What follows belongs to an exercise in optimizing a design on an open flow for small area; a production flow would make more cautious choices.
Where RTL was checked, it was by simulation tests only, not by an equivalence proof against the original.
The RTL of runs 3, 4 and 6 to 8 was laid out without a check of its function.
Power is estimated from default activity; no workload was simulated.

## flow/flow/run.sh

```bash
#!/bin/bash
# Own layout flow: the standard ORFS flow (standard.sh) with area-minded settings.
#  * synthesis: the standard script, but ABC maps the logic for area (flip-flops are
#    mapped by dfflibmap before ABC, so registers keep their names and cells);
#  * port buffers are buf_1;
#  * CTS uses small clock buffers and no dummy loads.
# Each tool's output goes to a log file of its own here; ORFS's logs are under orfs/logs.
set -euo pipefail
W=$(pwd)
rm -rf "$W/scripts_area"
cp -r "$FLOW_HOME/scripts" "$W/scripts_area"
cp "$W/flow/abc_area.script" "$W/scripts_area/abc_speed.script"
export SCRIPTS_DIR="$W/scripts_area"
export BUFFER_PORTS_ARGS="-buffer_cell sky130_fd_sc_hd__buf_1"
export CTS_ARGS="-sink_clustering_enable -repair_clock_nets -dont_use_dummy_load -buf_list sky130_fd_sc_hd__clkbuf_4"
bash standard.sh synth > "$W/synth.log" 2>&1
bash standard.sh > "$W/layout.log" 2>&1
```

## flow/flow/abc_area.script

```
strash
&get -n
&st
&dch
&nf -a
&put
```

## flow/standard.sh

```bash
#!/bin/bash
# synth_recipe.tcl (not shown) runs the flow's synth.tcl, then flattens the netlist and writes it again
# the make line also repeats each setting of config.mk as NAME=value (left out here)
make -C /OpenROAD-flow-scripts/flow DESIGN_CONFIG=/design/flow/config.mk WORK_HOME=/design/flow/orfs CLKGATE_MAP_FILE= SYNTH_SCRIPT=/design/flow/synth_recipe.tcl "${@:-finish}"
```

## flow/config.mk

```make
export PLATFORM = sky130hd
export DESIGN_NAME = datapath_proc
export DESIGN_NICKNAME = datapath_proc
export VERILOG_FILES = /design/flow/design.v
export SDC_FILE = /design/flow/constraint.sdc
export NUM_CORES = 4
export LEC_CHECK = 0
export CAP_MARGIN = 20
export CORE_MARGIN = 2
export CORE_UTILIZATION = 40
export PLACE_DENSITY = 0.6
export SLEW_MARGIN = 20
```

## flow/constraint.sdc

```tcl
create_clock -name core_clock -period 6.0 [get_ports {clk}]
set_input_delay 1.2000 -clock core_clock [delete_from_list [all_inputs] [get_ports {clk}]]
set_output_delay 1.2000 -clock core_clock [all_outputs]
set_load 0.01 [all_outputs]
```

## flow/design.v

```verilog
module datapath_proc (clk, resetn, imem_addr, imem_data, dmem_addr, dmem_re, dmem_rdata,
                      wb_en, wb_addr, wb_data);
    input clk, resetn;
    output [15:0] imem_addr;
    input [15:0] imem_data;
    output [15:0] dmem_addr;
    output dmem_re;
    input [15:0] dmem_rdata;
    output wb_en;
    output [2:0] wb_addr;
    output [15:0] wb_data;
    reg [15:0] pc;
    reg [15:0] ir_id;
    always @(posedge clk)
        ir_id <= resetn ? imem_data : 16'h0000;
    wire [3:0] op = ir_id[15:12];
    wire [1:0] cz = ir_id[1:0];
    wire c_add = (op == 4'b0000);
    wire c_adi = (op == 4'b0001);
    wire c_nd  = (op == 4'b0010);
    wire c_lhi = (op == 4'b0011);
    wire c_lw  = (op == 4'b0100);
    wire z_rd, c_rd;             
    wire we_id = (c_add | c_nd) ? ((cz == 2'b00) | ((cz == 2'b01) & z_rd) | ((cz == 2'b10) & c_rd))
                                : (c_adi | c_lw | c_lhi);
    reg [11:0] f_rd;
    reg [1:0]  k_rd;
    reg        lw_rd, we_rd;
    always @(posedge clk) begin
        f_rd <= ir_id[11:0];
        k_rd <= (c_adi | c_lw) ? 2'd1 : c_nd ? 2'd2 : c_add ? 2'd0 : 2'd3;
        lw_rd <= resetn & c_lw;
        we_rd <= resetn & we_id;
    end
    reg [15:0] rf [0:6];
    wire [2:0] ra = f_rd[11:9];
    wire [2:0] rb = f_rd[8:6];
    wire [2:0] rc = f_rd[5:3];
    wire [15:0] a = (ra == 3'd7) ? pc : rf[ra];
    wire [15:0] b = (rb == 3'd7) ? pc : rf[rb];
    wire [15:0] opb = (k_rd == 2'd1) ? {10'b0, f_rd[5:0]} : b;
    wire [16:0] sum = a + opb;
    wire [15:0] alu = (k_rd == 2'd2) ? ~(a & b) : sum[15:0];
    wire        kconst = (k_rd == 2'd3);
    assign z_rd = kconst | (alu == 16'h0000);
    assign c_rd = (k_rd[1] == 1'b0) & sum[16];
    wire [15:0] res_rd = kconst ? {f_rd[8:0], 7'b0} : alu;
    wire [2:0]  dst_rd = kconst ? ra : (k_rd == 2'd1) ? rb : rc;
    reg [15:0] res_ex, res_mem;
    reg [2:0]  dst_ex, dst_mem;
    reg        we_ex, we_mem, lw_ex, lw_mem;
    always @(posedge clk) begin
        res_ex <= res_rd;
        dst_ex <= dst_rd;
        we_ex  <= resetn & we_rd;
        lw_ex  <= resetn & lw_rd;
        res_mem <= res_ex;
        dst_mem <= dst_ex;
        we_mem  <= resetn & we_ex;
        lw_mem  <= resetn & lw_ex;
    end
    assign dmem_addr = res_mem;
    assign dmem_re = lw_mem;
    wire [15:0] wd = lw_mem ? dmem_rdata : res_mem;
    wire [15:0] wd_g = wd & {16{resetn}};
    genvar gi;
    generate
        for (gi = 0; gi < 7; gi = gi + 1) begin : g_rf
            wire ld = (we_mem & (dst_mem == gi)) | ~resetn;
            always @(posedge clk)
                if (ld) rf[gi] <= wd_g;
        end
    endgenerate
    wire [15:0] pc_inc = pc + 16'd1;
    always @(posedge clk)
        if (!resetn) pc <= 16'h0000;
        else if (we_mem & (dst_mem == 3'd7)) pc <= wd;
        else pc <= pc_inc;
    reg [15:0] wbd;
    reg [2:0]  wba;
    reg        wbe;
    always @(posedge clk) begin
        wbd <= wd;
        wba <= dst_mem;
        wbe <= resetn & we_mem;
    end
    assign imem_addr = pc;
    assign wb_en = wbe;
    assign wb_addr = wba;
    assign wb_data = wbd;
endmodule
```

==> run summary, run 1 <==
Slowest Stage Delay on Critical Path=0.74 ns; min Tclk post-route=5.46 ns; Seq/Total Area, Yosys=59.9%; WL per Instance=22.6 um; Worst Path Required=6.63 ns; RSZ-0062 raised after global routing=false; layout cells sized above 1=8.55%; Avg Cell Area, Syn=11.3 sq um; Worst Setup Slack, final=0.545 ns; Peak Freq=183 MHz; maxcap violations=0; Synth Flop Type=edfxtp_1; final critical-path share of the clock period=90.9%; IO Port Bufs=86; Residual DRC=0; GRT overflow=0; endpoints failing setup=0; vias in the first global route=7,332; buffer depth of the longest clock path=3; Pre-antenna DRT Iters=6; largest net degree at the start of global routing=63; #FFs+latches synth=222; Syn Nets=873; critical path's most frequent cell=o21ai_0; status=no timing/DRC/antenna violations; Yosys cell types=47; startpoint types=register; VDD IR-drop max=0.203 mV; Total Power=0.00377 W; drt first-iter violations=893; Final Slew Violations=0; die width=156 um; Worst Hold Class=reg2reg; EDFF count, synth=112; CTS sink cnt=222; CTS Hold Bufs=0; setup bufs post-CTS=0; crit path max fanout=12; Inserted Clock Buffers=55; CP Cell Sequence=nor3_1, nor2_1, and4_1, o21ai_0, mux2_1, ha_1, clkinv_1, fa_1, nand3b_1, a2111oi_0, a211oi_1, o21ai_0, xnor2_1, o21ai_0, a2111oi_0, nand3_1, a31oi_1, o211a_1; setup_tns=0 ns; Yosys Warn Count=2; Worst Tran Pin Value=0.928 ns; area of the core=22,700 sq um; area grow syn2layout=13.8%; CTS tree=yes; P per Cell Area=357 nW/um^2; final hold vios=0; Post-synth ARST share=0%; mapped cell area=9290 sq um; fin nets=1,036; Worst Setup End Kind=register; post-CTS sizing=0; die area=24,500 sq um; dpl ws=0.626 ns; Crit-path slowest cell=nor3_1; Detail Route Antenna Nets=0; final WL=28.7 mm; Initial Util=40.9%; arrival time worst endpoint=6.08 ns; via density per instance=6.06; Clock Root Buffer=clkbuf_4; H-tree level count=2; global-route wire length before repair=43.2 mm; GRT Overall Usage=23.6%; Rel. slew slack=38.1%; synthesized netlist cell count=821; clock latency (worst-skew pair)=0.69 ns; Vias=7,680; Clock Skews=0.108 ns; Die Ht=156 um; IO Count=87; Leak=3.80 nW; Site Rows=55; hpwl dp=19.6 mm; gp weighted congestion=0.946; clock transition at the registers of the reported paths=0.06 ns; CP Class=reg2reg; initial antenna violation count=1
==> sequential cells by signal, summed over array words and instances (netlist names), 3 cells and up <==
| register | count |
|---|---|
| rf | 112 |
| dst_mem | 3 |
| ir_id | 16 |
| pc | 16 |
| f_rd | 12 |
| wba | 3 |
| res_mem | 16 |
| wbd | 16 |
| res_ex | 16 |
| dst_ex | 3 |
==> area by class of cell <==
type | count | area (sq um)
multi-input combinational | 582 | 3700
clock buffer | 55 | 413
timing repair buffer | 106 | 474
fill | 2199 | 12100
tap | 285 | 357
sequential | 222 | 5570
inverter | 17 | 63.8
antenna | 1 | 2.50
==> power by group <==
part | leakage, nW | total, W | internal [W] | switching [W]
clock | 0.253 | 0.000916 | 0.000413 | 0.000503
combinational | 1.48 | 0.000824 | 0.000272 | 0.000552
sequential | 2.06 | 0.00203 | 0.00190 | 0.000130
==> through the flow <==
stage / hold WS (ns) / utilization, % / cell area [sq um] / cells
floorplan: 0.310 / - / 9290 / 821
global placement: 0.311 / 44.7 / 10200 / 1212
detailed placement: 0.312 / 44.7 / 10200 / 1212
CTS: 0.325 / 46.6 / 10600 / 1267
global route: 0.327 / 46.6 / 10600 / 1268
finish: 0.322 / 46.6 / 10600 / 1268
==> path summary, 6_finish.rpt <==
check                                           from               end  slack (ns)  cells after the start
worst max-delay path                 f_rd[6]$_DFF_P_     we_rd$_DFF_P_        0.54                     18
worst max register to register       f_rd[6]$_DFF_P_     we_rd$_DFF_P_        0.54                     18
worst min register to register  ir_id[11]$_SDFF_PN0_  f_rd[11]$_DFF_P_        0.32                      0
worst min-delay path            ir_id[11]$_SDFF_PN0_  f_rd[11]$_DFF_P_        0.32                      0
==> worst max-delay path, delay by kind of cell, from the launching register on <==
kind / cells / cell delay, ns
AOI/OAI and AO/OA: 8 / 2.06
and+or+nand+nor: 5 / 1.96
adders and majority gates: 2 / 0.55
DFF: 1 / 0.42
muxes: 1 / 0.17
xor gates and xnor gates: 1 / 0.15
buffers and inverters: 1 / 0.08
==> cells by family after synthesis <==
family	count (synthesis)	synth area share (%)
muxes	18	2.17
xor gates and xnor gates	20	1.89
adders and majority gates	18	2.51
AOI/OAI and AO/OA	263	18.6
buffers and inverters	17	0.687
DFF	222	59.9
and+or+nand+nor	263	14.3
==> synth_stat cells, drive strengths merged (6+ instances only) <==
library cell | count | area [sq um]
nor3 | 7 | 35.0
nor2 | 81 | 304
o22ai | 6 | 37.5
mux2 | 17 | 191
nand2 | 51 | 191
nand3 | 16 | 80.1
dfxtp | 110 | 2200
clkinv | 17 | 63.8
nand4 | 25 | 156
a22oi | 103 | 773
ha | 17 | 213
a31oi | 9 | 56.3
xnor2 | 13 | 114
xor2 | 7 | 61.3
a21oi | 50 | 250
nor3b | 6 | 45.0
and3 | 10 | 62.6
and3b | 6 | 52.6
edfxtp | 112 | 3360
o21ai | 57 | 285
and2 | 40 | 250
==> metal layers <==
layer / global-route usage [%] / part of all wire (%) / vias to the layer above / wire, um
met5: 0 / 0 / - / 0
met4: 10.5 / 3.6 / 0 / 1050
met3: 4.57 / 9.2 / 62 / 2640
met2: 34.9 / 44 / 452 / 12600
met1: 33.7 / 43 / 3663 / 12400
li1: - / - / 3503 / -
==> placed cells by master, fill, tap and decap left out, drive strengths merged, types with 4 or more instances in the layout <==
master and count:
ha 17, o22ai 6, a31oi 9, a21oi 50
o31ai 5, nor2 81, a222oi 5, and2 40
xor2 7, o21ai 57, dfxtp 110, and3b 6
a21o 5, clkbuf 56, nor3b 6, o32ai 4
nand2 51, edfxtp 112, a22oi 103, and3 10
buf 105, nand4 25, xnor2 13, a211oi 5
nand2b 5, clkinv 17, nor3 7, nor2b 4
mux2 17, nand3 16
==> inputs of run 2 (changes only) <==
==> flow/run.sh (new file) <==
#!/bin/bash
# synth_recipe.tcl (not shown) runs the flow's synth.tcl, then flattens the netlist and writes it again
# the make line also repeats each setting of config.mk as NAME=value (left out here)
make -C /OpenROAD-flow-scripts/flow DESIGN_CONFIG=/design/flow/config.mk WORK_HOME=/design/flow/orfs CLKGATE_MAP_FILE= SYNTH_SCRIPT=/design/flow/synth_recipe.tcl finish
removed: flow/flow/run.sh
removed: flow/flow/abc_area.script
removed: flow/standard.sh
==> run 2 against run 1 <==
Effect of this change:
- synthesized cell count rose by 12%
- largest cell class unchanged
- still clean
- critical endpoint unchanged
- worst hold slack improved by 0.00081 ns
- clock skew fell by 0.087 ns
- sequential cell count did not move
- largest power group unchanged
- wire length rose by 6.6%
==> run summary, run 2 <==
Rel. slew slack=30.9%; #FFs+latches synth=222; Synth top area share=33.0%; gp weighted congestion=0.926; fin nets=1,057; worst r2r src=f_rd[8]$_DFF_P_; startpoint types=register; clock latency (worst-skew pair)=0.53 ns; Slowest Stage Delay on Critical Path=0.80 ns; area of the core=25,100 sq um; synthesized netlist cell count=923; final hold vios=0; VDD IR-drop max=0.216 mV; Avg Cell Area, Syn=11.0 sq um; mapped cell area=10,200 sq um; R2R depth=17; worst reg2reg path endpoint=we_rd$_DFF_P_; post-CTS sizing=0; die area=26,800 sq um; Residual DRC=0; Yosys top cell by area=edfxtp_1; CTS sink cnt=222; CTS Hold Bufs=0; largest net degree at the start of global routing=38; buffer depth of the longest clock path=3; Site Rows=58; via density per instance=5.69; Worst Setup End Kind=register; IO Port Bufs=86; commonest cells in the synthesized netlist=edfxtp_1 (112), dfxtp_1 (110), nand2_1 (72); GRT overflow=0; Initial Util=40.6%; final WL=30.6 mm; drt first-iter violations=880; Final Slew Violations=0; Critical Path Start=f_rd[8]$_DFF_P_; area grow syn2layout=19.9%; Crit-path slowest cell=dfxtp_2; P per Cell Area=402 nW/um^2; clock transition at the registers of the reported paths=0.06 ns; Ant. Diodes=0; Worst Hold Class=reg2reg; H-tree level count=1; most common cell in the synthesized netlist=edfxtp_1; Worst Path Required=6.48 ns; Seq/Total Area, Yosys=54.6%; most common cell after layout, fill and taps aside=edfxtp_1; maxcap violations=0; setup bufs post-CTS=0; Worst Tran Pin Value=1.03 ns; global-route wire length before repair=46.3 mm; vias in the first global route=7,606; fin cells=1,353; Die Ht=164 um; crit path max fanout=33; layout cells sized above 1=10.2%; Clock Skews=0.0210 ns; CTS tree=yes; synth top area cells=edfxtp_1 (33%), dfxtp_1 (22%), mux2i_1 (4.2%); Pre-antenna DRT Iters=6; hold path depth=0; Reg2Reg Setup Slack=1.07 ns; Leak=4.69 nW; CP Class=reg2reg; Peak Freq=203 MHz; IO Count=87; EDFF count, synth=112; setup_tns=0 ns; CP Cell Sequence=nor2b_1, a22oi_1, o2111ai_1, o221ai_2, o21ai_0, ha_1, inv_1, fa_1, nor2b_1, o31ai_2, a211oi_1, nand2_1, a41oi_1, o211a_1, nand4_1, nor4bb_1, o211a_1; hpwl dp=21.8 mm; WL per Instance=22.6 um; initial antenna violation count=0; Inserted Clock Buffers=24; Top reg by flops=rf; status=no timing/DRC/antenna violations; Syn Nets=975; die width=164 um; Detail Route Antenna Nets=0; Worst Setup EP=we_rd$_DFF_P_; max reg flops=112; Placed Instances=1,309; Yosys cell types=75; Post-synth ARST share=0%; arrival time worst endpoint=5.41 ns; GRT Overall Usage=23.2%; endpoints failing setup=0; Total Power=0.00491 W; Synth Flop Type=edfxtp_1; Vias=7,694; Clock Root Buffer=clkbuf_16; Yosys Warn Count=2; min Tclk post-route=4.93 ns; RSZ-0062 raised after global routing=false; most frequent cells in the layout=edfxtp_1 (112), dfxtp_1 (108), clkdlybuf4s50_1 (85); final critical-path share of the clock period=82.1%
run 2: cell count changes after synthesis, moves of 20 or more:
| cell | previous run | this run |
|---|---|---|
| clkbuf_1 | 0 | 25 |
| inv_1 | 0 | 31 |
| and2_0 | 40 | 0 |
| mux2i_1 | 1 | 43 |
| o21ai_0 | 57 | 37 |
| a22oi_1 | 103 | 10 |
| nand4_1 | 25 | 4 |
| mux2_2 | 0 | 20 |
| and2_1 | 0 | 33 |
| nand2_1 | 51 | 72 |
run 2: area by class of cell:
| cell class | count | area [sq um] |
|---|---|---|
| Clock buffer | 36 | 772 |
| Clock inverter | 8 | 90.1 |
| Fill cell | 2371 | 12900 |
| Inverter | 33 | 124 |
| Multi-Input combinational cell | 615 | 4230 |
| Sequential cell | 222 | 5570 |
| Tap cell | 330 | 413 |
| Timing Repair Buffer | 109 | 1030 |
run 2: how the worst min path moves through the flow:
stage / to / slack, ns / startpoint
6_report: f_rd[11]$_DFF_P_ / 0.32 / ir_id[11]$_SDFF_PN0_
2_1_floorplan: dst_mem[0]$_DFF_P_ / 0.31 / dst_ex[0]$_DFF_P_
3_3_place_gp: res_mem[3]$_DFF_P_ / 0.31 / res_ex[3]$_SDFF_PP0_
5_1_grt: f_rd[11]$_DFF_P_ / 0.32 / ir_id[11]$_SDFF_PN0_
4_1_cts: f_rd[11]$_DFF_P_ / 0.32 / ir_id[11]$_SDFF_PN0_
3_5_place_dp: res_mem[3]$_DFF_P_ / 0.31 / res_ex[3]$_SDFF_PP0_
run 2: kinds of logic (layout without fill, tap and decap cells):
kind of cell / after synthesis / after routing / share of synthesized area, %
compound gates: 228 / 228 / 15.4
xor+xnor: 25 / 25 / 2.15
fa+ha+maj: 18 / 18 / 2.28
buf+inv: 86 / 186 / 4.03
flops: 222 / 222 / 54.6
mux: 74 / 74 / 8.53
simple gates: 270 / 270 / 13.1
run 2: per-stage QoR:
| step | utilization [%] | hold WS, ns | setup slack (ns) | cell area (sq um) |
|---|---|---|---|---|
| 4_1_cts | 48.7 | 0.323 | 1.19 | 12200 |
| 3_3_place_gp | 45.3 | 0.310 | 1.39 | 11400 |
| 3_5_place_dp | 45.3 | 0.312 | 1.21 | 11400 |
| 5_1_grt | 48.7 | 0.323 | 0.696 | 12200 |
| 6_report | 48.7 | 0.323 | 1.07 | 12200 |
| 2_1_floorplan | - | 0.310 | 2.30 | 10200 |
run 2: report_power, final:
group          internal [W]  switching (W)
Clock              0.000944       0.000621
Sequential          0.00196       0.000156
Combinational      0.000546       0.000684
Total               0.00345        0.00146
run 2: per-layer routing:
| layer | global-route usage (%) | wire [um] | up-vias |
|---|---|---|---|
| li1 | - | - | 3578 |
| met1 | 32.3 | 13100 | 3662 |
| met2 | 36.5 | 13800 | 380 |
| met3 | 3.61 | 2460 | 74 |
| met4 | 8.73 | 1170 | 0 |
| met5 | 0 | 0 | - |
run 2: worst max-delay path: cells and delay by family (launching register included):
family | cells | cell delay [ns]
AOI/OAI and AO/OA | 9 | 1.99
adders and majority gates | 2 | 0.61
buffers and inverters | 1 | 0.06
DFF | 1 | 0.80
and+or+nand+nor | 5 | 1.41
==> inputs of run 3 (changes only) <==
--- a/flow/design.v
+++ b/flow/design.v
@@ -11,8 +11,9 @@
     output [15:0] wb_data;
     reg [15:0] pc;
     reg [15:0] ir_id;
+    wire [15:0] ir_keep = 16'b0000_0110_1100_0100;
     always @(posedge clk)
-        ir_id <= resetn ? imem_data : 16'h0000;
+        ir_id <= imem_data & (ir_keep | {16{resetn}});
     wire [3:0] op = ir_id[15:12];
     wire [1:0] cz = ir_id[1:0];
     wire c_add = (op == 4'b0000);
@@ -61,8 +62,9 @@
     end
     assign dmem_addr = res_mem;
     assign dmem_re = lw_mem;
-    wire [15:0] wd = lw_mem ? dmem_rdata : res_mem;
-    wire [15:0] wd_g = wd & {16{resetn}};
+    wire lw_g = lw_mem & resetn;
+    wire al_g = ~lw_mem & resetn;
+    wire [15:0] wd_g = ({16{lw_g}} & dmem_rdata) | ({16{al_g}} & res_mem);
     genvar gi;
     generate
         for (gi = 0; gi < 7; gi = gi + 1) begin : g_rf
@@ -73,14 +75,13 @@
     endgenerate
     wire [15:0] pc_inc = pc + 16'd1;
     always @(posedge clk)
-        if (!resetn) pc <= 16'h0000;
-        else if (we_mem & (dst_mem == 3'd7)) pc <= wd;
+        if ((we_mem & (dst_mem == 3'd7)) | ~resetn) pc <= wd_g;
         else pc <= pc_inc;
     reg [15:0] wbd;
     reg [2:0]  wba;
     reg        wbe;
     always @(posedge clk) begin
-        wbd <= wd;
+        wbd <= wd_g;
         wba <= dst_mem;
         wbe <= resetn & we_mem;
     end
==> flow/flow/run.sh (new file) <==
#!/bin/bash
# Own layout flow: the standard ORFS flow (standard.sh) with area-minded settings.
#  * synthesis: the standard script, but ABC maps the logic for area (flip-flops are
#    mapped by dfflibmap before ABC, so registers keep their names and cells);
#  * port buffers are buf_1;
#  * CTS uses small clock buffers and no dummy loads.
# Each tool's output goes to a log file of its own here; ORFS's logs are under orfs/logs.
set -euo pipefail
W=$(pwd)
rm -rf "$W/scripts_area"
cp -r "$FLOW_HOME/scripts" "$W/scripts_area"
cp "$W/flow/abc_area.script" "$W/scripts_area/abc_speed.script"
export SCRIPTS_DIR="$W/scripts_area"
export SYNTH_OPERATIONS_ARGS="-noshare"
export BUFFER_PORTS_ARGS="-buffer_cell sky130_fd_sc_hd__buf_1"
export CTS_ARGS="-sink_clustering_enable -repair_clock_nets -dont_use_dummy_load -buf_list {sky130_fd_sc_hd__clkbuf_2 sky130_fd_sc_hd__clkbuf_4 sky130_fd_sc_hd__clkbuf_8} -sink_clustering_buffer sky130_fd_sc_hd__clkbuf_8 -root_buf sky130_fd_sc_hd__clkbuf_4 -sink_clustering_size 16 -sink_clustering_max_diameter 60"
bash standard.sh synth > "$W/synth.log" 2>&1
bash standard.sh > "$W/layout.log" 2>&1
==> flow/flow/abc_area.script (new file) <==
strash
&get -n
&st
&dch
&nf -a
&put
==> flow/standard.sh (new file) <==
#!/bin/bash
# synth_recipe.tcl (not shown) runs the flow's synth.tcl, then flattens the netlist and writes it again
# the make line also repeats each setting of config.mk as NAME=value (left out here)
make -C /OpenROAD-flow-scripts/flow DESIGN_CONFIG=/design/flow/config.mk WORK_HOME=/design/flow/orfs CLKGATE_MAP_FILE= SYNTH_SCRIPT=/design/flow/synth_recipe.tcl "${@:-finish}"
==> flow/config.mk (replaced) <==
export PLATFORM = sky130hd
export DESIGN_NAME = datapath_proc
export DESIGN_NICKNAME = datapath_proc
export VERILOG_FILES = /design/flow/design.v
export SDC_FILE = /design/flow/constraint.sdc
export NUM_CORES = 4
export LEC_CHECK = 0
export CAP_MARGIN = 5
export CORE_MARGIN = 2
export CORE_UTILIZATION = 65
export PLACE_DENSITY = 0.75
export SLEW_MARGIN = 5
removed: flow/run.sh
==> run 3 against run 2 <==
Effect of this change:
- still clean
- cell area decreased by 19%
- combinational power decreased by 29%
- first-iteration DRC count grew 50%
- critical endpoint unchanged
==> run summary, run 3 <==
buffer depth of the longest clock path=3; vias in the first global route=6,851; CTS Hold Bufs=0; GRT Overall Usage=34.1%; H-tree level count=1; Vias=6,969; global-route wire length before repair=37.5 mm; Worst Tran Pin Value=0.957 ns; Yosys top cell by area=edfxtp_1; EDFF count, synth=112; clock latency (worst-skew pair)=0.62 ns; Crit-path slowest cell=or4_1; Slowest Stage Delay on Critical Path=0.67 ns; synth top area cells=edfxtp_1 (38%), dfxtp_1 (25%), a222oi_1 (4.8%); hold_ws=0.320 ns; Synth top area share=37.7%; IO Port Bufs=86; Worst Hold Class=reg2reg; fillers=882; most frequent cells in the layout=edfxtp_1 (112), dfxtp_1 (110), buf_1 (86); setup_tns=0 ns; area grow syn2layout=11.3%; synthesized netlist cell count=714; layout cells sized above 1=6.13%; VDD IR-drop max=0.268 mV; CTS sink cnt=222; Avg Cell Area, Syn=12.5 sq um; Rel. slew slack=36.2%; Synth Flop Type=edfxtp_1; Site Rows=42; WL per Instance=24.2 um; Final Slew Violations=0; area of the core=13,300 sq um; clock transition at the registers of the reported paths=0.10 ns; Initial Util=67.1%; Yosys Warn Count=2; Placed Area=9700 sq um; hpwl dp=16.5 mm; initial antenna violation count=0; Detail Route Antenna Nets=0; Yosys cell types=39; mapped cell area=8910 sq um; Ant. Diodes=0; Total Power=0.00369 W; CTS tree=yes; final hold vios=0; maxcap violations=0; max reg flops=112; Worst Setup End Kind=register; Post-synth ARST share=0%; Seq/Total Area, Yosys=62.4%; Leak=3.68 nW; Syn Nets=779; startpoint types=register; arrival time worst endpoint=6.10 ns; RSZ-0062 raised after global routing=false; gp weighted congestion=0.936; CP Class=reg2reg; most common cell in the synthesized netlist=edfxtp_1; Clock Root Buffer=clkbuf_4; final critical-path share of the clock period=92.5%; min Tclk post-route=5.55 ns; Worst Path Required=6.55 ns; largest net degree at the start of global routing=32; via density per instance=6.81; commonest cells in the synthesized netlist=edfxtp_1 (112), dfxtp_1 (110), nor2_1 (68); most common cell after layout, fill and taps aside=edfxtp_1; Clock Skews=0.0352 ns; status=no timing/DRC/antenna violations; Residual DRC=0; Peak Freq=180 MHz; Finished Cell Area=9920 sq um; IO Count=87; final WL=24.8 mm; Pre-antenna DRT Iters=9; Die Ht=121 um; #FFs+latches synth=222; fin nets=915; Top reg by flops=rf; die area=14,700 sq um; die width=121 um; endpoints failing setup=0; CP Cell Sequence=and3b_1, or4_1, and3_1, o31ai_1, ha_1, fa_1, a21o_1, a21oi_1, o21ai_0, a21o_1, a21oi_2, o31a_1, o21a_1, fa_1, xor2_1, nand2_1, o31ai_1, nand4_1, nor3_1, a21oi_1, o221ai_1, o21a_1; drt first-iter violations=1,324; GRT overflow=0; Inserted Clock Buffers=17; crit path max fanout=10; P per Cell Area=372 nW/um^2
-- run 3: final timing paths --
| path | from | end | slack [ns] | cells after the start |
|---|---|---|---|---|
| setup / recovery | f_rd[10]$_DFF_P_ | we_rd$_DFF_P_ | 0.45 | 22 |
| hold / removal | res_ex[9]$_DFF_P_ | res_mem[9]$_DFF_P_ | 0.32 | 0 |
| setup reg to reg | f_rd[10]$_DFF_P_ | we_rd$_DFF_P_ | 0.45 | 22 |
| hold reg to reg | res_ex[9]$_DFF_P_ | res_mem[9]$_DFF_P_ | 0.32 | 0 |
-- run 3: logic make-up (layout without fill, tap and decap cells) --
family / Yosys count / count (layout) / synth area share [%]
AND/OR/NAND/NOR: 224 / 224 / 12.4
XOR/XNOR: 12 / 12 / 1.18
AO/OA/AOI/OAI: 195 / 195 / 16.9
multiplexers: 10 / 10 / 1.26
adder cells (fa/ha/maj): 31 / 31 / 5.02
flip-flops: 222 / 222 / 62.4
buffers and inverters: 20 / 154 / 0.842
-- run 3: where the power goes --
group	leakage (nW)	total [W]	internal [W]	switching (W)
Sequential	2.06	0.00216	0.00197	0.000195
Combinational	1.50	0.000870	0.000320	0.000550
Clock	0.114	0.000661	0.000231	0.000430
-- run 3: per-stage QoR --
stage / setup slack (ns) / instances / util [%]
final: 0.452 / 1024 / 74.6
after global routing: 0.0275 / 1024 / 74.6
after CTS: 0.428 / 1024 / 74.6
after detailed placement: 0.457 / 1007 / 73.0
after global placement: 0.603 / 1007 / 73.0
after floorplan: 0.353 / 714 / -
-- run 3: final cells by class --
cell class | instances | area (sq um) | area share (%)
flip-flops and latches | 222 | 5570 | 56.1
multi-input cells | 472 | 3290 | 33.2
repair buffers | 117 | 556 | 5.60
well taps | 176 | 220 | 2.22
clock buffers | 17 | 215 | 2.17
inverters | 20 | 75.1 | 0.757
-- run 3: repair_timing --
| action | CTS | global route |
|---|---|---|
| gates resized for setup | 0 | 1 |
| buffers inserted | 0 | 0 |
| setup endpoints to repair | 0 | 1 |
-- run 3: worst max-delay path, delay by kind of cell (launching register included) --
kind / cells / cell delay (ns)
simple gates: 6 / 1.67
compound gates: 12 / 2.34
xor+xnor: 1 / 0.15
fa+ha+maj: 3 / 0.89
flops: 1 / 0.45
-- run 3: per-layer routing --
layer / share of wire [%] / track usage, % / vias up
met5: 0 / 0 / -
met4: 4.1 / 14.1 / 0
met3: 11 / 4.56 / 97
met2: 46 / 54.3 / 491
met1: 39 / 47.7 / 3324
li1: - / - / 3057
==> inputs of run 4 (changes only) <==
--- a/flow/flow/run.sh
+++ b/flow/flow/run.sh
@@ -11,7 +11,6 @@
 cp -r "$FLOW_HOME/scripts" "$W/scripts_area"
 cp "$W/flow/abc_area.script" "$W/scripts_area/abc_speed.script"
 export SCRIPTS_DIR="$W/scripts_area"
-export SYNTH_OPERATIONS_ARGS="-noshare"
 export BUFFER_PORTS_ARGS="-buffer_cell sky130_fd_sc_hd__buf_1"
 export CTS_ARGS="-sink_clustering_enable -repair_clock_nets -dont_use_dummy_load -buf_list {sky130_fd_sc_hd__clkbuf_2 sky130_fd_sc_hd__clkbuf_4 sky130_fd_sc_hd__clkbuf_8} -sink_clustering_buffer sky130_fd_sc_hd__clkbuf_8 -root_buf sky130_fd_sc_hd__clkbuf_4 -sink_clustering_size 16 -sink_clustering_max_diameter 60"
 bash standard.sh synth > "$W/synth.log" 2>&1
==> run 4 against run 3 <==
Effect of this change:
- combinational power is 4.1% higher
- wire length grew 8.2%
- still clean
- global-route usage up 1.5 points
- sequential power is 2% lower
- count of clock-buffer cells in the layout up 1
- worst hold slack better by 0.013 ns
- cell area is 1.9% higher
==> run summary, run 4 <==
vias in the first global route=6,996; CP Class=reg2reg; endpoints failing setup=0; area of the core=13,800 sq um; clock transition at the registers of the reported paths=0.10 ns; Total Power=0.00372 W; CTS sink cnt=222; crit path max fanout=15; largest family of logic cells by synthesized area=compound AO/OA/AOI/OAI gates; worst path bufs/invs=0; P per Cell Area=368 nW/um^2; Crit-path slowest cell=nor2_1; hpwl dp=18.7 mm; Ant. Diodes=0; Seq/Total Area, Yosys=60.9%; setup bufs post-CTS=0; Synth top area share=36.8%; Compound-Gate Fraction of Synth Area=19.8%; Inserted Clock Buffers=18; Final Slew Violations=0; Avg Cell Area, Syn=11.8 sq um; die width=123 um; Residual DRC=0; most frequent cells in the layout=edfxtp_1 (112), dfxtp_1 (110), a22oi_1 (100); buffer depth of the longest clock path=3; Die Ht=123 um; global-route wire length before repair=39.5 mm; fillers=941; synthesized netlist cell count=777; die area=15,000 sq um; crit-path leading delay family=compound AO/OA/AOI/OAI gates; Clock Root Buffer=clkbuf_4; EDFF count, synth=112; clock latency (worst-skew pair)=0.63 ns; Clock Skews=0.0371 ns; drt first-iter violations=1,282; Yosys Warn Count=2; largest net degree at the start of global routing=28; RSZ-0062 raised after global routing=false; Adder-Cell Fraction of Synth Area=2.55%; arrival time worst endpoint=5.73 ns; Pre-antenna DRT Iters=6; maxcap violations=0; multiplexer share of the synthesized area=1.72%; area of the multi-input gates=3550 sq um; WL per Instance=24.8 um; Worst Tran Pin Value=1.16 ns; Site Rows=43; #FFs+latches synth=222; final hold vios=0; Worst Path Required=6.57 ns; mapped cell area=9140 sq um; post-CTS sizing=0; fin cells=1,081; IO Count=87; Synth Area in XOR/XNOR=1.72%; Post-synth ARST share=0%; VDD IR-drop max=0.276 mV; Initial Util=66.1%; Post-Route Utilization=73.1%; Yosys cell types=47; Yosys top cell by area=edfxtp_1; IO Port Bufs=86; layout cells sized above 1=5.11%; Top reg by flops=rf; Worst Hold Class=reg2reg; Leak=3.73 nW; gp weighted congestion=0.968; status=no timing/DRC/antenna violations; Placed Instances=1,063; post-synthesis simple-gate area fraction=12.6%; commonest cells in the synthesized netlist=edfxtp_1 (112), dfxtp_1 (110), a22oi_1 (100); GRT Overall Usage=35.7%; Vias=7,445; setup_tns=0 ns; Peak Freq=194 MHz; min Tclk post-route=5.16 ns; startpoint types=register; CTS Hold Bufs=0; via density per instance=6.89; final critical-path share of the clock period=86.0%; initial antenna violation count=0; area grow syn2layout=10.6%; Rel. slew slack=22.4%; H-tree level count=1; Syn Nets=829; CP Cell Sequence=and3_1, nor2_1, nand4_1, a22oi_1, a21oi_1, ha_1, a21oi_1, a2111oi_0, a211oi_1, nor2_1, o32ai_1, o2111ai_1, nor4_1, nand4_1, a31oi_1, o211a_1; final WL=26.8 mm; Worst Setup End Kind=register; Slowest Stage Delay on Critical Path=0.77 ns; synth top area cells=edfxtp_1 (37%), dfxtp_1 (24%), a22oi_1 (8.2%); Detail Route Antenna Nets=0; Synth Flop Type=edfxtp_1; Register Area=5570 sq um; most common cell after layout, fill and taps aside=edfxtp_1; most common cell in the synthesized netlist=edfxtp_1; GRT overflow=0; fin nets=955; CTS tree=yes; max reg flops=112
run 4: cells by family after synthesis:
group,after synthesis
flip-flops,222
adder cells (fa/ha/maj),18
XOR/XNOR,18
multiplexers,14
AO/OA/AOI/OAI,256
AND/OR/NAND/NOR,233
buffers and inverters,16
run 4: stage by stage:
step	hold WS [ns]	area [sq um]	setup WS [ns]
6_report	0.333	10100	0.837
5_1_grt	0.325	10100	0.533
4_1_cts	0.335	10100	1.03
3_5_place_dp	0.314	9880	1.06
3_3_place_gp	0.310	9880	1.18
2_1_floorplan	0.310	9140	1.52
run 4: worst paths after layout:
| path | depth (start not counted) | start | to | slack [ns] |
|---|---|---|---|---|
| min reg2reg | 0 | res_ex[10]$_DFF_P_ | res_mem[10]$_DFF_P_ | 0.33 |
| max reg2reg | 16 | f_rd[8]$_DFF_P_ | we_rd$_DFF_P_ | 0.84 |
| min | 0 | res_ex[10]$_DFF_P_ | res_mem[10]$_DFF_P_ | 0.33 |
| max | 16 | f_rd[8]$_DFF_P_ | we_rd$_DFF_P_ | 0.84 |
run 4: worst reg2reg max path: cells and delay by family, from the launching register on:
family                     cells  cell delay, ns
and+or+nand+nor                6            2.03
adders and majority gates      1            0.37
DFF                            1            0.45
AOI/OAI and AO/OA              9            2.26
run 4: final cells by class:
class | count | area share (%)
Clock buffer | 18 | 2.27
Inverter | 16 | 0.594
Multi-Input combinational cell | 539 | 35.2
Sequential cell | 222 | 55.1
Tap cell | 180 | 2.23
Timing Repair Buffer | 106 | 4.68
run 4: power breakdown:
part / leakage, nW / internal (W) / switching (W) / total, W
Sequential: 2.06 / 0.00192 / 0.000193 / 0.00212
Clock: 0.122 / 0.000246 / 0.000448 / 0.000694
Combinational: 1.54 / 0.000322 / 0.000584 / 0.000906
run 4: routing by layer:
layer  part of all wire, %  track usage [%]  up-vias
li1                      -                -     3286
met1                    38             48.8     3493
met2                    46             56.0      563
met3                    11             5.34      103
met4                   5.1             17.5        0
met5                     0                0        -
==> inputs of run 5 (changes only) <==
--- a/flow/design.v
+++ b/flow/design.v
@@ -68,9 +68,10 @@
     genvar gi;
     generate
         for (gi = 0; gi < 7; gi = gi + 1) begin : g_rf
-            wire ld = (we_mem & (dst_mem == gi)) | ~resetn;
+            wire ld = we_mem & (dst_mem == gi);
+            wire hold = resetn & ~ld;
             always @(posedge clk)
-                if (ld) rf[gi] <= wd_g;
+                rf[gi] <= ({16{ld}} & wd_g) | ({16{hold}} & rf[gi]);
         end
     endgenerate
     wire [15:0] pc_inc = pc + 16'd1;
==> run 5 against run 4 <==
Effect of this change:
- largest cell class is now multi-input combinational cells
- combinational power down 53%
- still clean on timing, DRC and antenna
- worst hold slack worse by 0.0081 ns
- clock skew up 0.029 ns
- global-route usage up 3.3 points
- highest routed layer unchanged
==> run summary, run 5 <==
Initial Util=65.8%; Adder-Cell Fraction of Synth Area=2.58%; Yosys top cell by area=dfxtp_1; crit-path leading delay family=compound AO/OA/AOI/OAI gates; Compound-Gate Fraction of Synth Area=30.3%; max reg flops=112; min Tclk post-route=5.41 ns; CP Class=reg2reg; Leak=3.77 nW; Die Ht=122 um; Crit-path slowest cell=dfxtp_1; Post-synth ARST share=0%; Seq/Total Area, Yosys=49.3%; die width=122 um; CTS Hold Bufs=0; Synth Flop Type=dfxtp_1; internal power component=0.00196 W; post-synthesis simple-gate area fraction=15.0%; commonest cells in the synthesized netlist=dfxtp_1 (222), a22o_1 (132), a22oi_1 (102); Slowest Stage Delay on Critical Path=0.56 ns; status=no timing/DRC/antenna violations; RSZ-0062 raised after global routing=false; Worst Path Required=6.56 ns; GRT overflow=0; Syn Nets=969; Synth top area share=49.3%; Placed Area=9840 sq um; final hold vios=0; Sw Pwr=0.000820 W; die area=14,800 sq um; fin nets=1,105; Peak Freq=185 MHz; VDD IR-drop max=0.257 mV; vias in the first global route=7,755; Yosys Warn Count=2; maxcap violations=0; largest family of logic cells by synthesized area=compound AO/OA/AOI/OAI gates; most common cell after layout, fill and taps aside=dfxtp_1; worst path bufs/invs=2; CTS tree=yes; Pre-antenna DRT Iters=6; Worst Hold Class=reg2reg; IO Count=87; Clock Root Buffer=clkbuf_4; crit path max fanout=16; synth top area cells=dfxtp_1 (49%), a22o_1 (13%), a22oi_1 (8.5%); Flop pwr share=59.5%; Vias=8,505; layout cells sized above 1=5.42%; EDFF count, synth=0; Finished Cell Area=10,100 sq um; area of the core=13,700 sq um; Clock Skews=0.0658 ns; Final Slew Violations=0; fin cells=1,232; setup_tns=0 ns; Residual DRC=0; Inserted Clock Buffers=18; largest net degree at the start of global routing=32; clock network fraction of total power=25.1%; clock transition at the registers of the reported paths=0.10 ns; mapped cell area=9020 sq um; Placed Instances=1,213; Detail Route Antenna Nets=0; Synth Area in XOR/XNOR=1.94%; Worst Tran Pin Value=1.32 ns; gp weighted congestion=1.05; initial antenna violation count=1; startpoint types=register; critical path's most frequent cell=o21ai_0; global-route wire length before repair=44.3 mm; Avg Cell Area, Syn=9.84 sq um; drt first-iter violations=1,273; #FFs+latches synth=222; synthesized netlist cell count=917; buffer depth of the longest clock path=3; H-tree level count=1; via density per instance=6.90; IO Port Bufs=86; Site Rows=43; most common cell in the synthesized netlist=dfxtp_1; WL per Instance=23.6 um; clock latency (worst-skew pair)=0.66 ns; area grow syn2layout=11.6%; switching share of total power=29.5%; GRT Overall Usage=38.9%; post-CTS sizing=0; multiplexer share of the synthesized area=0.236%; Post-Route Utilization=73.4%; Worst Setup End Kind=register; final critical-path share of the clock period=90.2%; Yosys cell types=49; hpwl dp=20.6 mm; arrival time worst endpoint=5.97 ns; most frequent cells in the layout=dfxtp_1 (222), a22o_1 (132), a22oi_1 (102); endpoints failing setup=0; P per Cell Area=276 nW/um^2; CTS sink cnt=222; Rel. slew slack=11.7%; Top reg by flops=rf; CP Cell Sequence=nor3b_2, buf_4, a22oi_1, and4_1, o21ai_0, o21ai_0, o21ai_0, ha_1, clkinv_1, fa_1, nand3b_1, a2111oi_0, a211oi_1, o21ai_0, xnor2_1, o21ai_0, or4b_1, nor4_1, o21a_1, o211a_1; setup bufs post-CTS=0; combinational share of power=15.4%; final WL=29.1 mm
[run 5: cell count changes in the layout (fill, tap and decap cells not counted), sizes merged, moves of 11 or more]
cell,previous run,this run
a22o,18,132
dfxtp,110,222
edfxtp,112,0
o21ai,25,52
nor2,51,67
mux2,14,1
nand2,70,81
nor2b,3,14
[run 5: routing by layer]
layer / global-route usage [%] / up-vias / routed length [um]
met5: 0 / - / 0
met4: 16.1 / 0 / 1210
met3: 9.04 / 91 / 3260
met2: 59.3 / 574 / 12700
met1: 53.4 / 4029 / 11900
li1: - / 3811 / -
[run 5: worst paths after layout]
path | slack (ns) | cells after the start | startpoint | end
min reg2reg | 0.32 | 0 | ir_id[5]$_DFF_P_ | f_rd[5]$_DFF_P_
max reg2reg | 0.59 | 20 | f_rd[7]$_DFF_P_ | we_rd$_DFF_P_
max | 0.59 | 20 | f_rd[7]$_DFF_P_ | we_rd$_DFF_P_
min | 0.32 | 0 | ir_id[5]$_DFF_P_ | f_rd[5]$_DFF_P_
[run 5: metrics by stage]
stage                     power (W)  hold slack [ns]  worst slack (ns)
final                       0.00278            0.324             0.591
after global routing        0.00287            0.336             0.116
after CTS                   0.00276            0.331             0.753
after detailed placement    0.00209            0.312             0.796
after global placement      0.00209            0.311             0.926
after floorplan             0.00191            0.310             0.746
[run 5: cells by family (layout without fill, tap and decap cells)]
family,Yosys count,after routing
AND/OR/NAND/NOR,272,272
other,0,1
XOR/XNOR,20,20
AO/OA/AOI/OAI,367,367
multiplexers,2,2
buffers and inverters,16,150
adder cells (fa/ha/maj),18,18
flip-flops,222,222
[run 5: area by class of cell]
cell class,count,area (sq um)
antenna,1,2.50
timing repair buffer,116,548
multi-input combinational,679,4560
tap,180,225
inverter,16,60.1
fill,1050,3650
sequential,222,4440
clock buffer,18,229
[run 5: power groups by stage]
stage | Combinational (W) | Sequential [W] | Clock [W]
after CTS | 0.000414 | 0.00165 | 0.000697
after detailed placement | 0.000413 | 0.00168 | 0
after global routing | 0.000460 | 0.00166 | 0.000753
final | 0.000427 | 0.00165 | 0.000698
after global placement | 0.000408 | 0.00168 | 0
after floorplan | 0.000224 | 0.00168 | 0
==> inputs of run 6 (changes only) <==
--- a/flow/design.v
+++ b/flow/design.v
@@ -11,9 +11,8 @@
     output [15:0] wb_data;
     reg [15:0] pc;
     reg [15:0] ir_id;
-    wire [15:0] ir_keep = 16'b0000_0110_1100_0100;
     always @(posedge clk)
-        ir_id <= imem_data & (ir_keep | {16{resetn}});
+        ir_id <= imem_data & {16{resetn}};
     wire [3:0] op = ir_id[15:12];
     wire [1:0] cz = ir_id[1:0];
     wire c_add = (op == 4'b0000);
--- a/flow/flow/run.sh
+++ b/flow/flow/run.sh
@@ -11,6 +11,7 @@
 cp -r "$FLOW_HOME/scripts" "$W/scripts_area"
 cp "$W/flow/abc_area.script" "$W/scripts_area/abc_speed.script"
 export SCRIPTS_DIR="$W/scripts_area"
+export SYNTH_OPERATIONS_ARGS="-noshare"
 export BUFFER_PORTS_ARGS="-buffer_cell sky130_fd_sc_hd__buf_1"
 export CTS_ARGS="-sink_clustering_enable -repair_clock_nets -dont_use_dummy_load -buf_list {sky130_fd_sc_hd__clkbuf_2 sky130_fd_sc_hd__clkbuf_4 sky130_fd_sc_hd__clkbuf_8} -sink_clustering_buffer sky130_fd_sc_hd__clkbuf_8 -root_buf sky130_fd_sc_hd__clkbuf_4 -sink_clustering_size 16 -sink_clustering_max_diameter 60"
 bash standard.sh synth > "$W/synth.log" 2>&1
--- a/flow/config.mk
+++ b/flow/config.mk
@@ -7,6 +7,6 @@
 export LEC_CHECK = 0
 export CAP_MARGIN = 5
 export CORE_MARGIN = 2
-export CORE_UTILIZATION = 65
-export PLACE_DENSITY = 0.75
+export CORE_UTILIZATION = 75
+export PLACE_DENSITY = 0.85
 export SLEW_MARGIN = 5
==> run 6 against run 5 <==
Effect of this change:
- synthesized cell count shrank 7.2%
- non-clock buffer count grew 1
- largest power group unchanged
- die area shrank 14%
- cell count shrank 8.4%
- sequential share of layout area grew 0.83 points
- via count grew 0.69%
- critical path depth grew 1
- sequential cell count is the same
- still clean
- critical endpoint unchanged
==> run summary, run 6 <==
most frequent cells in the layout=dfxtp_1 (222), a22o_1 (128), buf_1 (86); EDFF count, synth=0; Register Area=4440 sq um; Clock Skews=0.0173 ns; most common cell after layout, fill and taps aside=dfxtp_1; worst reg2reg path endpoint=we_rd$_DFF_P_; mapped cell area=8910 sq um; Vias=8,564; area of the core=11,500 sq um; global-route wire length before repair=44.9 mm; Syn Nets=916; largest net degree at the start of global routing=33; min Tclk post-route=5.60 ns; layout cells sized above 1=5.48%; clock network fraction of total power=23.5%; clock latency (worst-skew pair)=0.62 ns; drt first-iter violations=1,618; synth top area cells=dfxtp_1 (50%), a22o_1 (13%), a22oi_1 (6.6%); final critical-path share of the clock period=93.4%; final WL=28.8 mm; Worst Tran Pin Value=1.29 ns; Flop pwr share=58.3%; gp weighted congestion=1.09; commonest cells in the synthesized netlist=dfxtp_1 (222), a22o_1 (128), a22oi_1 (78); Sw Pwr=0.000881 W; Worst Setup End Kind=register; vias in the first global route=8,175; WL per Instance=25.6 um; area of the multi-input gates=4390 sq um; Post-synth ARST share=0%; Leak=3.78 nW; hpwl dp=19.6 mm; setup bufs post-CTS=0; Rel. slew slack=14.1%; crit path max fanout=16; VDD IR-drop max=0.286 mV; Avg Cell Area, Syn=10.5 sq um; IO Port Bufs=86; setup_tns=0 ns; endpoints failing setup=0; Worst Path Required=6.49 ns; Die Ht=113 um; Top reg by flops=rf; die area=12,800 sq um; Clock Root Buffer=clkbuf_4; post-CTS sizing=0; #FFs+latches synth=222; Pre-antenna DRT Iters=22; Site Rows=39; fillers=610; Placed Instances=1,111; Yosys top cell by area=dfxtp_1; Inserted Clock Buffers=17; switching share of total power=30.6%; GRT overflow=0; buffer depth of the longest clock path=3; via density per instance=7.59; CTS tree=yes; synthesized netlist cell count=851; Post-Route Utilization=85.8%; final hold vios=0; Seq/Total Area, Yosys=49.9%; initial antenna violation count=0; maxcap violations=0; Initial Util=77.4%; R2R depth=21; Residual DRC=0; Yosys Warn Count=2; Ant. Diodes=0; CTS Hold Bufs=0; clock transition at the registers of the reported paths=0.10 ns; max reg flops=112; fin nets=1,052; arrival time worst endpoint=6.10 ns; Synth top area share=49.9%; startpoint types=register; Reg2Reg Setup Slack=0.40 ns; Yosys cell types=37; Synth Flop Type=dfxtp_1; combinational share of power=18.3%; P per Cell Area=291 nW/um^2; Detail Route Antenna Nets=0; Worst Hold Class=reg2reg; CP Class=reg2reg; status=no timing/DRC/antenna violations; worst r2r src=f_rd[8]$_DFF_P_; RSZ-0062 raised after global routing=false; area grow syn2layout=10.9%; Worst Setup EP=we_rd$_DFF_P_; Final Slew Violations=0; hold path depth=0; GRT Overall Usage=45.0%; fin cells=1,128; CTS sink cnt=222; Critical Path Start=f_rd[8]$_DFF_P_; H-tree level count=1; internal power component=0.00200 W; IO Count=87; most common cell in the synthesized netlist=dfxtp_1; Peak Freq=178 MHz; die width=113 um
run 6: cell types whose count changed in the layout (fill, tap and decap cells not counted), sizes merged, moves of 10 or more:
cell     delta
a22oi      -24
and4       +10
nand2      -12
nor2       -25
a21oi      -28
o31ai      +11
nand3      -14
a222oi     +16
clkinv     +12
a2bb2oi    +10
run 6: worst min path at each step:
stage	slack, ns	to	startpoint
6_report	0.33	res_mem[1]$_DFF_P_	res_ex[1]$_SDFF_PP0_
4_1_cts	0.33	res_mem[1]$_DFF_P_	res_ex[1]$_SDFF_PP0_
5_1_grt	0.34	res_mem[1]$_DFF_P_	res_ex[1]$_SDFF_PP0_
2_1_floorplan	0.31	dst_mem[0]$_DFF_P_	dst_ex[0]$_DFF_P_
3_3_place_gp	0.31	res_mem[12]$_DFF_P_	res_ex[12]$_DFF_P_
3_5_place_dp	0.31	res_mem[1]$_DFF_P_	res_ex[1]$_SDFF_PP0_
run 6: area by class of cell:
cell class                      count  area share [%]
Sequential cell                   222            45.0
Multi-Input combinational cell    601            44.4
Timing Repair Buffer              117            5.62
Clock buffer                       17            2.18
Tap cell                          143            1.81
Inverter                           28            1.06
run 6: metrics by stage:
| step | area (sq um) | total power [W] | setup WS, ns | hold WS [ns] |
|---|---|---|---|---|
| 2_1_floorplan | 8910 | 0.00199 | 0.856 | 0.310 |
| 3_3_place_gp | 9670 | 0.00217 | 0.774 | 0.310 |
| 3_5_place_dp | 9670 | 0.00221 | 0.467 | 0.312 |
| 4_1_cts | 9880 | 0.00285 | 0.442 | 0.331 |
| 5_1_grt | 9880 | 0.00297 | 0.0446 | 0.338 |
| 6_report | 9880 | 0.00288 | 0.397 | 0.331 |
run 6: cells by family after synthesis:
| logic type | after synthesis | synth area share (%) |
|---|---|---|
| buf+inv | 28 | 1.18 |
| fa+ha+maj | 31 | 5.03 |
| simple gates | 227 | 13.5 |
| mux | 8 | 1.01 |
| xor+xnor | 11 | 1.08 |
| compound gates | 324 | 28.4 |
| flops | 222 | 49.9 |
run 6: worst max-delay path, cell delays in order, from the launching register on:
cell,delay [ns]
dfxtp_1,0.53
and3b_2,0.41
a222oi_1,0.36
and4_1,0.23
a2bb2oi_1,0.19
o21ai_0,0.11
ha_1,0.25
fa_1,0.46
a21o_1,0.18
a21oi_1,0.24
o21ai_0,0.22
a21o_1,0.22
a21oi_1,0.40
o21ai_0,0.24
fa_1,0.51
o21ai_0,0.23
a21o_1,0.14
o31ai_1,0.09
nand4_1,0.11
nor4_1,0.05
o21ai_0,0.21
a31oi_1,0.11
run 6: power by group through the flow:
stage          clock network, W  logic (W)  registers (W)
3_5_place_dp                  0   0.000502        0.00171
2_1_floorplan                 0   0.000274        0.00171
5_1_grt                0.000720   0.000561        0.00169
6_report               0.000676   0.000527        0.00168
3_3_place_gp                  0   0.000475        0.00170
4_1_cts                0.000670   0.000508        0.00167
run 6: per-layer routing:
metal	vias to the layer above	track usage, %	wire length [um]
met5	-	0	0
met4	0	26.4	2400
met3	231	8.62	3980
met2	852	70.1	12600
met1	3906	58.7	9860
li1	3575	-	-
==> inputs of run 7 (changes only) <==
--- a/flow/config.mk
+++ b/flow/config.mk
@@ -7,6 +7,6 @@
 export LEC_CHECK = 0
 export CAP_MARGIN = 5
 export CORE_MARGIN = 2
-export CORE_UTILIZATION = 75
-export PLACE_DENSITY = 0.85
+export CORE_UTILIZATION = 65
+export PLACE_DENSITY = 0.75
 export SLEW_MARGIN = 5
==> run 7 against run 6 <==
Effect of this change:
- sequential cell count did not move
- largest power group unchanged
- highest routed layer unchanged
- cell area rose by 0.89%
- die area rose by 15%
- register-to-register slack improved by 0.16 ns
- core utilization fell by 11 points
- critical path type unchanged
- sequential share of layout area fell by 0.39 points
- still clean on timing, DRC and antenna
- worst setup slack improved by 0.16 ns
- cell count rose by 3.5%
- wire length fell by 3.5%
- clock skew rose by 0.063 ns
==> run summary, run 7 <==
status=no timing/DRC/antenna violations; GRT Overall Usage=38.3%; most common cell in the synthesized netlist=dfxtp_1; final critical-path share of the clock period=90.8%; area grow syn2layout=11.9%; Die Ht=121 um; #FFs+latches synth=222; Inserted Clock Buffers=17; Worst Tran Pin Value=1.19 ns; final hold vios=0; P per Cell Area=287 nW/um^2; hpwl dp=19.5 mm; drt first-iter violations=1,281; gp weighted congestion=0.987; Top reg by flops=rf; CTS sink cnt=222; Vias=8,134; post-CTS sizing=0; Worst Setup End Kind=register; Residual DRC=0; vias in the first global route=7,808; clock network fraction of total power=23.5%; fin nets=1,057; Yosys Warn Count=2; combinational share of power=18.1%; startpoint types=register; RSZ-0062 raised after global routing=false; Yosys top cell by area=dfxtp_1; fin cells=1,167; max reg flops=112; Detail Route Antenna Nets=0; IO Port Bufs=86; Crit-path slowest cell=dfxtp_1; VDD IR-drop max=0.258 mV; worst path bufs/invs=1; setup bufs post-CTS=0; Initial Util=67.0%; global-route wire length before repair=43.2 mm; buffer depth of the longest clock path=3; setup_tns=0 ns; synthesized netlist cell count=851; Site Rows=42; arrival time worst endpoint=5.96 ns; commonest cells in the synthesized netlist=dfxtp_1 (222), a22o_1 (128), a22oi_1 (78); Flop pwr share=58.5%; CTS Hold Bufs=0; Final Slew Violations=0; Leak=3.81 nW; Avg Cell Area, Syn=10.5 sq um; largest net degree at the start of global routing=34; maxcap violations=0; clock latency (worst-skew pair)=0.65 ns; endpoints failing setup=0; Synth Flop Type=dfxtp_1; area of the core=13,300 sq um; WL per Instance=23.8 um; CP Class=reg2reg; CTS tree=yes; synth top area cells=dfxtp_1 (50%), a22o_1 (13%), a22oi_1 (6.6%); Pre-antenna DRT Iters=7; Worst Hold Class=reg2reg; initial antenna violation count=0; Syn Nets=916; Yosys cell types=37; crit-path leading delay family=compound AO/OA/AOI/OAI gates; Worst Path Required=6.52 ns; GRT overflow=0; EDFF count, synth=0; Seq/Total Area, Yosys=49.9%; IO Count=87; most frequent cells in the layout=dfxtp_1 (222), a22o_1 (128), buf_1 (86); Post-Route Utilization=75.0%; Clock Skews=0.0798 ns; via density per instance=6.97; clock transition at the registers of the reported paths=0.10 ns; Synth top area share=49.9%; Slowest Stage Delay on Critical Path=0.50 ns; most common cell after layout, fill and taps aside=dfxtp_1; mapped cell area=8910 sq um; H-tree level count=1; CP Cell Sequence=and3b_1, a22oi_1, nand4_1, a22oi_1, clkinv_1, ha_1, fa_1, a21o_1, a21oi_1, o21ai_0, a21o_1, a21oi_1, o21a_1, nor2_1, nor2_1, fa_1, xor2_1, nand2_1, o31ai_1, nand4_1, nor4_1, o21ai_0, a31oi_1; Peak Freq=184 MHz; layout cells sized above 1=5.96%; Placed Instances=1,149; Post-synth ARST share=0%; crit path max fanout=16; die area=14,700 sq um; Sw Pwr=0.000861 W; final WL=27.8 mm; switching share of total power=30.1%; internal power component=0.00200 W; die width=121 um; min Tclk post-route=5.45 ns; Clock Root Buffer=clkbuf_4; Rel. slew slack=20.7%
## run 7: per-layer routing
layer | vias up | track usage (%) | wire [um]
met2 | 598 | 58.8 | 12400
met4 | 0 | 19.6 | 1470
li1 | 3595 | - | -
met1 | 3835 | 52.5 | 11000
met5 | - | 0 | 0
met3 | 106 | 5.73 | 2990
## run 7: final timing paths
path / to / from / slack, ns / cells after the start
worst max-delay path: we_rd$_DFF_P_ / f_rd[11]$_DFF_P_ / 0.55 / 23
worst min-delay path: res_mem[8]$_DFF_P_ / res_ex[8]$_DFF_P_ / 0.33 / 0
worst max register to register: we_rd$_DFF_P_ / f_rd[11]$_DFF_P_ / 0.55 / 23
worst min register to register: res_mem[8]$_DFF_P_ / res_ex[8]$_DFF_P_ / 0.33 / 0
## run 7: cells by family after synthesis
logic type | Yosys count | share of synthesized area [%]
AND/OR/NAND/NOR | 227 | 13.5
flip-flops | 222 | 49.9
multiplexers | 8 | 1.01
buffers and inverters | 28 | 1.18
adder cells (fa/ha/maj) | 31 | 5.03
XOR/XNOR | 11 | 1.08
AO/OA/AOI/OAI | 324 | 28.4
## run 7: power groups by stage
| stage | clock [W] | combinational [W] | sequential (W) |
|---|---|---|---|
| CTS | 0.000678 | 0.000507 | 0.00167 |
| finish | 0.000672 | 0.000517 | 0.00167 |
| global placement | 0 | 0.000489 | 0.00169 |
| global route | 0.000728 | 0.000560 | 0.00168 |
| detailed placement | 0 | 0.000505 | 0.00170 |
| floorplan | 0 | 0.000274 | 0.00171 |
## run 7: per-stage QoR
step	cell area (sq um)	hold WS (ns)	setup WS, ns	power, W
after floorplan	8910	0.310	0.856	0.00199
after global routing	9970	0.343	0.180	0.00297
after detailed placement	9750	0.312	0.757	0.00221
final	9970	0.335	0.553	0.00286
after CTS	9970	0.334	0.618	0.00286
after global placement	9750	0.310	0.901	0.00218
## run 7: layout make-up
class / instances / area (sq um)
Multi-Input combinational cell: 601 / 4390
Inverter: 28 / 105
Clock buffer: 17 / 215
Antenna cell: 1 / 2.50
Sequential cell: 222 / 4440
Timing Repair Buffer: 122 / 593
Tap cell: 176 / 220
Fill cell: 946 / 3320
## run 7: worst reg2reg max path: stages (launching register included)
cell and delay (ns):
dfxtp_1 0.50, and3b_1 0.47, a22oi_1 0.29, nand4_1 0.11, a22oi_1 0.23, clkinv_1 0.10
ha_1 0.23, fa_1 0.47, a21o_1 0.18, a21oi_1 0.25, o21ai_0 0.23, a21o_1 0.22
a21oi_1 0.38, o21a_1 0.26, nor2_1 0.06, nor2_1 0.14, fa_1 0.21, xor2_1 0.15
nand2_1 0.07, o31ai_1 0.11, nand4_1 0.15, nor4_1 0.22, o21ai_0 0.10, a31oi_1 0.16
==> inputs of run 8 (changes only) <==
--- a/flow/flow/run.sh
+++ b/flow/flow/run.sh
@@ -12,6 +12,7 @@
 cp "$W/flow/abc_area.script" "$W/scripts_area/abc_speed.script"
 export SCRIPTS_DIR="$W/scripts_area"
 export SYNTH_OPERATIONS_ARGS="-noshare"
+export RECOVER_POWER=100
 export BUFFER_PORTS_ARGS="-buffer_cell sky130_fd_sc_hd__buf_1"
 export CTS_ARGS="-sink_clustering_enable -repair_clock_nets -dont_use_dummy_load -buf_list {sky130_fd_sc_hd__clkbuf_2 sky130_fd_sc_hd__clkbuf_4 sky130_fd_sc_hd__clkbuf_8} -sink_clustering_buffer sky130_fd_sc_hd__clkbuf_8 -root_buf sky130_fd_sc_hd__clkbuf_4 -sink_clustering_size 16 -sink_clustering_max_diameter 60"
 bash standard.sh synth > "$W/synth.log" 2>&1
==> run 8 against run 7 <==
Effect of this change:
- count of clock-buffer cells in the layout did not move
- global-route usage is the same
- cell area about the same
- highest routed layer unchanged
- wire length rose by 0.44%
- still clean on timing, DRC and antenna
- via count up 0.73%
- cell count unchanged
==> run summary, run 8 <==
clock latency (worst-skew pair)=0.65 ns; drt first-iter violations=1,288; Residual DRC=0; RSZ-0062 raised after global routing=false; Reg2Reg Setup Slack=0.57 ns; Total Power=0.00286 W; fillers=950; Inserted Clock Buffers=17; Worst Setup End Kind=register; area of the multi-input gates=4390 sq um; maxcap violations=0; dpl ws=0.757 ns; hold path depth=0; Synth top area share=49.9%; max reg flops=112; die area=14,700 sq um; Worst Hold Class=reg2reg; WL per Instance=23.9 um; status=no timing/DRC/antenna violations; Yosys cell types=37; Detail Route Antenna Nets=0; Crit-path slowest cell=dfxtp_1; layout cells sized above 1=5.76%; P per Cell Area=287 nW/um^2; CTS sink cnt=222; #FFs+latches synth=222; Final Slew Violations=0; Initial Util=67.0%; Top reg by flops=rf; final critical-path share of the clock period=90.4%; Register Area=4440 sq um; commonest cells in the synthesized netlist=dfxtp_1 (222), a22o_1 (128), a22oi_1 (78); GRT overflow=0; synthesized netlist cell count=851; H-tree level count=1; Worst Setup Slack, final=0.573 ns; buffer depth of the longest clock path=3; Critical Path Start=f_rd[11]$_DFF_P_; Avg Cell Area, Syn=10.5 sq um; Slowest Stage Delay on Critical Path=0.50 ns; setup bufs post-CTS=0; CP Cell Sequence=and3b_1, a22oi_1, nand4_1, a22oi_1, clkinv_1, ha_1, fa_1, a21o_1, a21oi_1, o21ai_0, a21o_1, a21oi_1, o21a_1, nor2_1, nor2_1, fa_1, xor2_1, nand2_1, o31ai_1, nand4_1, nor4_1, o21ai_0, a31oi_1; Die Ht=121 um; R2R depth=23; clock transition at the registers of the reported paths=0.10 ns; die width=121 um; CP Class=reg2reg; Synth Flop Type=dfxtp_1; Peak Freq=184 MHz; crit path max fanout=16; post-CTS sizing=0; Clock Skews=0.0783 ns; GRT Overall Usage=38.3%; largest net degree at the start of global routing=34; endpoints failing setup=0; mapped cell area=8910 sq um; IO Count=87; Worst Path Required=6.51 ns; Yosys top cell by area=dfxtp_1; Placed Instances=1,149; gp weighted congestion=0.987; vias in the first global route=7,808; synth top area cells=dfxtp_1 (50%), a22o_1 (13%), a22oi_1 (6.6%); CTS Hold Bufs=0; Yosys Warn Count=2; initial antenna violation count=0; Seq/Total Area, Yosys=49.9%; Site Rows=42; global-route wire length before repair=43.2 mm; worst reg2reg path endpoint=we_rd$_DFF_P_; IO Port Bufs=86; fin cells=1,167; CTS tree=yes; Syn Nets=916; hpwl dp=19.5 mm; Post-synth ARST share=0%; fin nets=1,057; area of the core=13,300 sq um; worst r2r src=f_rd[11]$_DFF_P_; Leak=3.80 nW; Worst Tran Pin Value=1.15 ns; Post-Route Utilization=74.9%; most frequent cells in the layout=dfxtp_1 (222), a22o_1 (128), buf_1 (86); VDD IR-drop max=0.258 mV; final hold vios=0; most common cell in the synthesized netlist=dfxtp_1; area grow syn2layout=11.8%; min Tclk post-route=5.43 ns; final WL=27.9 mm; startpoint types=register; most common cell after layout, fill and taps aside=dfxtp_1; arrival time worst endpoint=5.94 ns; Pre-antenna DRT Iters=9; Worst Setup EP=we_rd$_DFF_P_; EDFF count, synth=0; Vias=8,193; setup_tns=0 ns; via density per instance=7.02; Rel. slew slack=22.9%; Clock Root Buffer=clkbuf_4
run 8: layer usage:
layer / routed length, um / vias up / track usage [%]
li1: - / 3594 / -
met1: 11200 / 3849 / 52.5
met2: 12400 / 630 / 58.8
met3: 2890 / 120 / 5.73
met4: 1490 / 0 / 19.6
met5: 0 / - / 0
run 8: area by class of cell:
cell class / count / area share (%)
Antenna cell: 1 / 0.0251
Sequential cell: 222 / 44.6
Multi-Input combinational cell: 601 / 44.1
Clock buffer: 17 / 2.16
Tap cell: 176 / 2.21
Timing Repair Buffer: 122 / 5.88
Inverter: 28 / 1.05
run 8: worst max-delay path, delay by kind of cell, from the launching register on:
family          cells  cell delay [ns]
compound gates     11             2.40
buf+inv             1             0.10
flops               1             0.50
simple gates        7             1.20
xor+xnor            1             0.15
fa+ha+maj           3             0.90
run 8: cell families (layout without fill, tap and decap cells):
| logic type | count (synthesis) | count (layout) | share of synthesized area (%) |
|---|---|---|---|
| flops | 222 | 222 | 49.9 |
| simple gates | 227 | 227 | 13.5 |
| compound gates | 324 | 324 | 28.4 |
| buf+inv | 28 | 167 | 1.18 |
| other cells | 0 | 1 | 0 |
| mux | 8 | 8 | 1.01 |
| fa+ha+maj | 31 | 31 | 5.03 |
| xor+xnor | 11 | 11 | 1.08 |
run 8: worst min path at each step:
| stage | start | endpoint |
|---|---|---|
| finish | res_ex[8]$_DFF_P_ | res_mem[8]$_DFF_P_ |
| global route | res_ex[7]$_DFF_P_ | res_mem[7]$_DFF_P_ |
| CTS | ir_id[5]$_DFF_P_ | f_rd[5]$_DFF_P_ |
| detailed placement | ir_id[5]$_DFF_P_ | f_rd[5]$_DFF_P_ |
| global placement | res_ex[2]$_SDFF_PP0_ | res_mem[2]$_DFF_P_ |
| floorplan | dst_ex[0]$_DFF_P_ | dst_mem[0]$_DFF_P_ |
run 8: power by group:
part | internal, W | switching [W] | leakage, nW | total [W]
sequential | 0.00159 | 0.0000827 | 1.82 | 0.00167
combinational | 0.000178 | 0.000338 | 1.87 | 0.000516
clock | 0.000231 | 0.000442 | 0.114 | 0.000673
run 8: stage by stage:
step / instance area [sq um] / hold slack (ns)
floorplan: 8910 / 0.310
global placement: 9750 / 0.310
detailed placement: 9750 / 0.312
CTS: 9970 / 0.334
global route: 9960 / 0.343
finish: 9960 / 0.335

## afterwards: timing with drivers on the ports
The flow's constraints put no driver on any port. The routed layouts listed below were extracted and timed again, unchanged, in two steps. Step 1: set_driving_cell puts a clkbuf_16 on clk and a buf_2 on each other input, an assumption about the parent block. Step 2, shift: input delay + t, output delay - t, t = (earliest + latest rising clock arrival at the registers) / 2. This alone moves slack from input paths to output paths. Slacks: ideal / step 1 / step 2; pairs: ideal / step 1.
run	t (ns)	setup slack, ns	worst hold slack (ns)	latest minus earliest clock arrival (ns)	cell pins on the clock port's net
run 1	0.671	0.545 / 0.545 / 0.545	0.322 / 0.322 / 0.322	0.116 / 0.116	1
run 2	0.569	1.072 / 1.072 / 1.072	0.323 / 0.323 / 0.323	0.021 / 0.021	1
run 3	0.639	0.452 / 0.452 / 0.452	0.320 / 0.320 / 0.320	0.038 / 0.037	1
run 4	0.647	0.837 / 0.837 / 0.837	0.333 / 0.333 / 0.333	0.038 / 0.037	1
run 5	0.663	0.591 / 0.591 / 0.591	0.324 / 0.324 / 0.324	0.066 / 0.066	1
run 6	0.650	0.397 / 0.397 / 0.397	0.331 / 0.331 / 0.331	0.018 / 0.018	1
run 7	0.650	0.553 / 0.553 / 0.553	0.335 / 0.335 / 0.335	0.081 / 0.080	1
run 8	0.649	0.573 / 0.573 / 0.573	0.335 / 0.335 / 0.335	0.079 / 0.079	1
After both steps setup and hold are still met in every run listed.
